From an optimization exercise on the open Yosys and OpenROAD flow, aimed at small area; shortcuts taken in it are not production practice.
RTL that was checked went through simulation tests only; none was proved equivalent to the original.
Power is estimated from default activity; no workload was simulated.

## arbiter256
module arbiter256 (
	input enable,
	input [255:0] req,
	output [255:0] grant,
	output reg [7:0] select,
	output reg valid,
	input clock,
	input reset
);
reg [255:1] q;
reg ev_n_q;
wire [255:1] d_q;
wire [7:0] d_sel;
wire d_evn;
wire sc1;
wire sc2;
wire sc3;
wire sc4;
wire sc5;
wire sc6;
wire sc7;
wire sc8;
wire sc9;
wire sc10;
wire sc11;
wire sc12;
wire sc13;
wire sc14;
wire sc15;
wire sc16;
wire sc17;
wire sc18;
wire sc19;
wire sc20;
wire sc21;
wire sc22;
wire sc23;
wire sc24;
wire sc25;
wire sc26;
wire sc27;
wire sc28;
wire sc29;
wire sc30;
wire sc31;
wire sc32;
wire sc33;
wire sc34;
wire sc35;
wire sc36;
wire sc37;
wire sc38;
wire sc39;
wire sc40;
wire sc41;
wire sc42;
wire sc43;
wire sc44;
wire sc45;
wire sc46;
wire sc47;
wire sc48;
wire sc49;
wire sc50;
wire sc51;
wire sc52;
wire sc53;
wire sc54;
wire sc55;
wire sc56;
wire sc57;
wire sc58;
wire sc59;
wire sc60;
wire sc61;
wire sc62;
wire sc63;
wire sc64;
wire sc65;
wire sc66;
  ...
Size: about 1,800 cells after synthesis, roughly 520 I/O pins.
==> flow/config.mk <==
export PLATFORM = sky130hd
export DESIGN_NAME = arbiter256
export DESIGN_NICKNAME = arbiter256
export VERILOG_FILES = /design/flow/design.v
export SDC_FILE = /design/flow/constraint.sdc
export NUM_CORES = 4
export LEC_CHECK = 0
export CAP_MARGIN = 20
export CORE_MARGIN = 2
export CORE_UTILIZATION = 60
export GPL_TIMING_DRIVEN = 1
export PLACE_DENSITY = 0.8
export SETUP_SLACK_MARGIN = 0.05
export SLEW_MARGIN = 20
export SYNTH_HIERARCHICAL = 1
==> flow/constraint.sdc <==
create_clock -name core_clock -period 3.5 [get_ports {clock}]
set_input_delay 0.7000 -clock core_clock [delete_from_list [all_inputs] [get_ports {clock}]]
set_output_delay 0.7000 -clock core_clock [all_outputs]
set_load 0.01 [all_outputs]
standard.sh (not shown) runs the stock make flow with config.mk's settings and CLKGATE_MAP_FILE= SYNTH_SCRIPT=/design/flow/synth_recipe.tcl, a recipe that flattens the netlist after the stock synthesis.
==> flow/flow/run.sh <==
#!/bin/bash
# The standard layout (standard.sh), with these changes:
#  - after synthesis, every combinational cell is sized down to the
#    smallest cell of its function (flow/downsize.tcl); timing repair
#    sizes up again where needed;
#  - the port buffers are the smallest buffer cell;
#  - repair_design after placement does not use the largest buffers
#    (flow/resize_dont_use.tcl);
#  - clock tree synthesis options from flow/cts_args.txt.
cp standard.sh standard_sh.txt
export POST_SYNTH_TCL="$PWD/flow/downsize.tcl"
export PRE_RESIZE_TCL="$PWD/flow/resize_dont_use.tcl"
export BUFFER_PORTS_ARGS="-buffer_cell sky130_fd_sc_hd__buf_1"
if [[ -f flow/cts_args.txt ]]; then
  export CTS_ARGS="$(cat flow/cts_args.txt)"
fi
bash standard.sh > standard.log 2>&1
==> flow/flow/cts_args.txt <==
-sink_clustering_enable -repair_clock_nets -dont_use_dummy_load -buf_list {sky130_fd_sc_hd__clkbuf_4 sky130_fd_sc_hd__clkbuf_8} -sink_clustering_size 10 -sink_clustering_max_diameter 50
Other scripts of this flow, unchanged in this note and not shown: flow/flow/downsize.tcl, flow/flow/resize_dont_use.tcl
The first run ran to the end with no violations.
Next try:
==> flow/flow/cts_args.txt (replaced) <==
-sink_clustering_enable -repair_clock_nets -dont_use_dummy_load -buf_list {sky130_fd_sc_hd__clkbuf_8} -sink_clustering_size 16 -sink_clustering_max_diameter 80
The changed run finished with timing, DRC and antenna clean.
Total power drops by 3.5%.
Final area hardly moves.
Maximum frequency drops by 2.0%.
Worst setup slack degrades by 0.070 ns.
Die area is unchanged.

* * *

Setup of v22:
arbiter256, a different RTL version from the one above (not shown whole).
For scale: about 520 I/O pins.
// arbiter256
module arbiter256 (
	input enable,
	input [255:0] req,
	output [255:0] grant,
	output reg [7:0] select,
	output reg valid,
	input clock,
	input reset
);
reg [255:1] q;
reg ev_n_q;
wire [255:1] d_q;
wire [7:0] d_sel;
wire d_evn;
wire sc1;
wire sc2;
wire sc3;
wire sc4;
wire sc5;
wire sc6;
wire sc7;
wire sc8;
wire sc9;
wire sc10;
wire sc11;
wire sc12;
wire sc13;
wire sc14;
wire sc15;
wire sc16;
wire sc17;
wire sc18;
wire sc19;
wire sc20;
wire sc21;
wire sc22;
wire sc23;
wire sc24;
wire sc25;
wire sc26;
wire sc27;
wire sc28;
wire sc29;
wire sc30;
wire sc31;
wire sc32;
wire sc33;
wire sc34;
wire sc35;
wire sc36;
wire sc37;
wire sc38;
wire sc39;
wire sc40;
wire sc41;
wire sc42;
wire sc43;
wire sc44;
wire sc45;
wire sc46;
wire sc47;
wire sc48;
wire sc49;
wire sc50;
wire sc51;
wire sc52;
wire sc53;
wire sc54;
wire sc55;
wire sc56;
wire sc57;
wire sc58;
wire sc59;
wire sc60;
wire sc61;
wire sc62;
wire sc63;
wire sc64;
wire sc65;
wire sc66;
wire sc67;
wire sc68;
wire sc69;
wire sc70;
wire sc71;
wire sc72;
wire sc73;
wire sc74;
wire sc75;
wire sc76;
wire sc77;
wire sc78;
wire sc79;
wire sc80;
wire sc81;
wire sc82;
wire sc83;
wire sc84;
wire sc85;
wire sc86;
wire sc87;
wire sc88;
wire sc89;
wire sc90;
wire sc91;
wire sc92;
wire sc93;
wire sc94;
wire sc95;
wire sc96;
wire sc97;
wire sc98;
wire sc99;
wire sc100;
wire sc101;
wire sc102;
wire sc103;
wire sc104;
wire sc105;
wire sc106;
wire sc107;
wire sc108;
wire sc109;
wire sc110;
wire sc111;
wire sc112;
wire sc113;
wire sc114;
wire sc115;
wire sc116;
wire sc117;
wire sc118;
wire sc119;
wire sc120;
wire sc121;
wire sc122;
wire sc123;
wire sc124;
wire sc125;
wire sc126;
wire sc127;
wire tp255;
wire vc255;
wire tp254;
wire vc254;
wire tp253;
wire vc253;
wire tp252;
wire vc252;
wire tp251;
wire vc251;
  ...
==> flow/config.mk <==
export PLATFORM = sky130hd
export DESIGN_NAME = arbiter256
export DESIGN_NICKNAME = arbiter256
export VERILOG_FILES = /design/flow/design.v
export SDC_FILE = /design/flow/constraint.sdc
export NUM_CORES = 4
export LEC_CHECK = 0
export CAP_MARGIN = 20
export CORE_MARGIN = 2
export CORE_UTILIZATION = 40
export GPL_TIMING_DRIVEN = 0
export SLEW_MARGIN = 20
export SYNTH_HIERARCHICAL = 1
==> flow/constraint.sdc <==
create_clock -name core_clock -period 3.5 [get_ports {clock}]
set_input_delay 0.7000 -clock core_clock [delete_from_list [all_inputs] [get_ports {clock}]]
set_output_delay 0.7000 -clock core_clock [all_outputs]
set_load 0.01 [all_outputs]
==> flow/flow/cts_args.txt <==
-sink_clustering_enable -repair_clock_nets -dont_use_dummy_load -buf_list {sky130_fd_sc_hd__clkbuf_8} -sink_clustering_size 16 -sink_clustering_max_diameter 80
==> flow/flow/downsize.tcl <==
# Size every combinational cell from synthesis down to the smallest cell of
# the same function; then give the cells that drive many pins a stronger
# drive (the platform keeps later resizing to the same footprint).
proc fn_variants {base} {
  set out {}
  foreach lc [get_lib_cells ${base}_*] {
    set name [get_property $lc name]
    if {![regexp "^${base}_(\[0-9\]+)\$" $name -> dr]} { continue }
    if {[get_property $lc dont_use]} { continue }
    lappend out [list $dr $name [get_property $lc area]]
  }
  return $out
}
set n 0
set m 0
foreach inst [get_cells *] {
  set cell [get_property $inst ref_name]
  if {![regexp {^(sky130_fd_sc_hd__([a-z0-9]+))_([0-9]+)$} $cell -> base fn drive]} { continue }
  if {[regexp {^(df|dl|sdf|edf|sedf|clk|buf|conb|tap|fill|decap|diode)} $fn]} { continue }
  set fanout 0
  foreach pin [get_pins -of_objects $inst -filter "direction == output"] {
    set net [get_nets -of_objects $pin]
    if {$net ne ""} {
      incr fanout [llength [get_pins -of_objects $net -filter "direction == input"]]
    }
  }
  set want 0
  if {$fanout >= 8} { set want 2 }
  set best $cell
  set best_area [get_property [get_lib_cells $cell] area]
  foreach v [fn_variants $base] {
    lassign $v dr name a
    if {$want > 0} {
      if {$dr == $want} { set best $name; set best_area 0 }
    } elseif {$a < $best_area - 1e-6} {
      set best $name; set best_area $a
    }
  }
  if {$best ne $cell} {
    replace_cell $inst $best
    if {$want > 0} { incr m } else { incr n }
  }
}
puts "downsize: sized $n cells down, $m high-fanout cells to drive 2"
==> flow/flow/resize_dont_use.tcl <==
# Keep repair_design to the smaller buffers when it buffers the reset net.
set_dont_use [get_lib_cells {sky130_fd_sc_hd__buf_8 sky130_fd_sc_hd__buf_12 sky130_fd_sc_hd__buf_16}]
Scripts as last shown in full above: flow/flow/run.sh
v22 ran in full, but the layout does not pass; the checks complain about setup timing.
Edits applied to the flow inputs when going from v22 to v38:
- an added SETUP_SLACK_MARGIN of 0.08
--- outcome ---
The detailed-route wire length of v38 was inferior to that of v22.
v38 reports its end point of the critical path as grant[63] while v22 reports grant[31].
Number of global-route vias before repair: v38 vs v22, no meaningful difference
Looking at final design area excluding fillers, v38 sits above v22.
Compared with v22, in v38 filler cell count has decreased, internal power component rose about 2%, area of the multi-input gates shows an increase of about 2%.
v38: flow completed, timing, DRC and antenna clean
Relative to v22, the area growth from synthesis to layout of v38 is higher by 2.3 points.
v38 vs. v22: count of mapped cells out of synthesis comparable, count of boundary I/O pins did not really move.
--- input diff v38..v46 ---
- PLACE_DENSITY newly set to 0.8
- SETUP_SLACK_MARGIN changed from 0.08 to 0.05
- GPL_TIMING_DRIVEN changed from 0 to 1
- CORE_UTILIZATION changed from 40 to 60
Notes after the runs:
v46 completed end to end; final checks failed (setup timing).
Re layout overhead on the synthesized area: v46 is 5.2 points down on v38.
In the metrics for v46 and v38, the one carrying the higher hold slack is v38.
v46 ended with less final worst setup slack than v38.
No run of this note included a check of the RTL's function; only the layout flow was run.

==> separate check: timing with driven ports <==
How much do the figures lean on ideal ports? The routed layouts below were timed once more, with nothing changed but the port constraints.
Step 1 sets driving cells, clkbuf_16 on the clock port and buf_2 on the other inputs (assumed; they add their load-dependent delay and slew).
Step 2, shift: input delay + t, output delay - t, t = (earliest + latest rising clock arrival at the registers) / 2. This alone moves slack from input paths to output paths.
Slacks: ideal / step 1 / step 2; pairs: ideal / step 1.
run | t (ns) | setup slack, ns | worst setup path after step 2 | worst data-port slew with drivers (ns)
the first run of note 1 | 0.567 | 0.154 / 0.109 / 0.514 | input to register | 0.11
the second run of note 1 | 0.589 | 0.084 / 0.037 / 0.558 | input to register | 0.12
v22 | 0.587 | -0.094 / -0.145 / 0.435 | input to register | 0.09
v38 | 0.587 | 0.138 / 0.088 / 0.436 | input to register | 0.09
v46 | 0.581 | -0.057 / -0.106 / 0.378 | input to register | 0.11
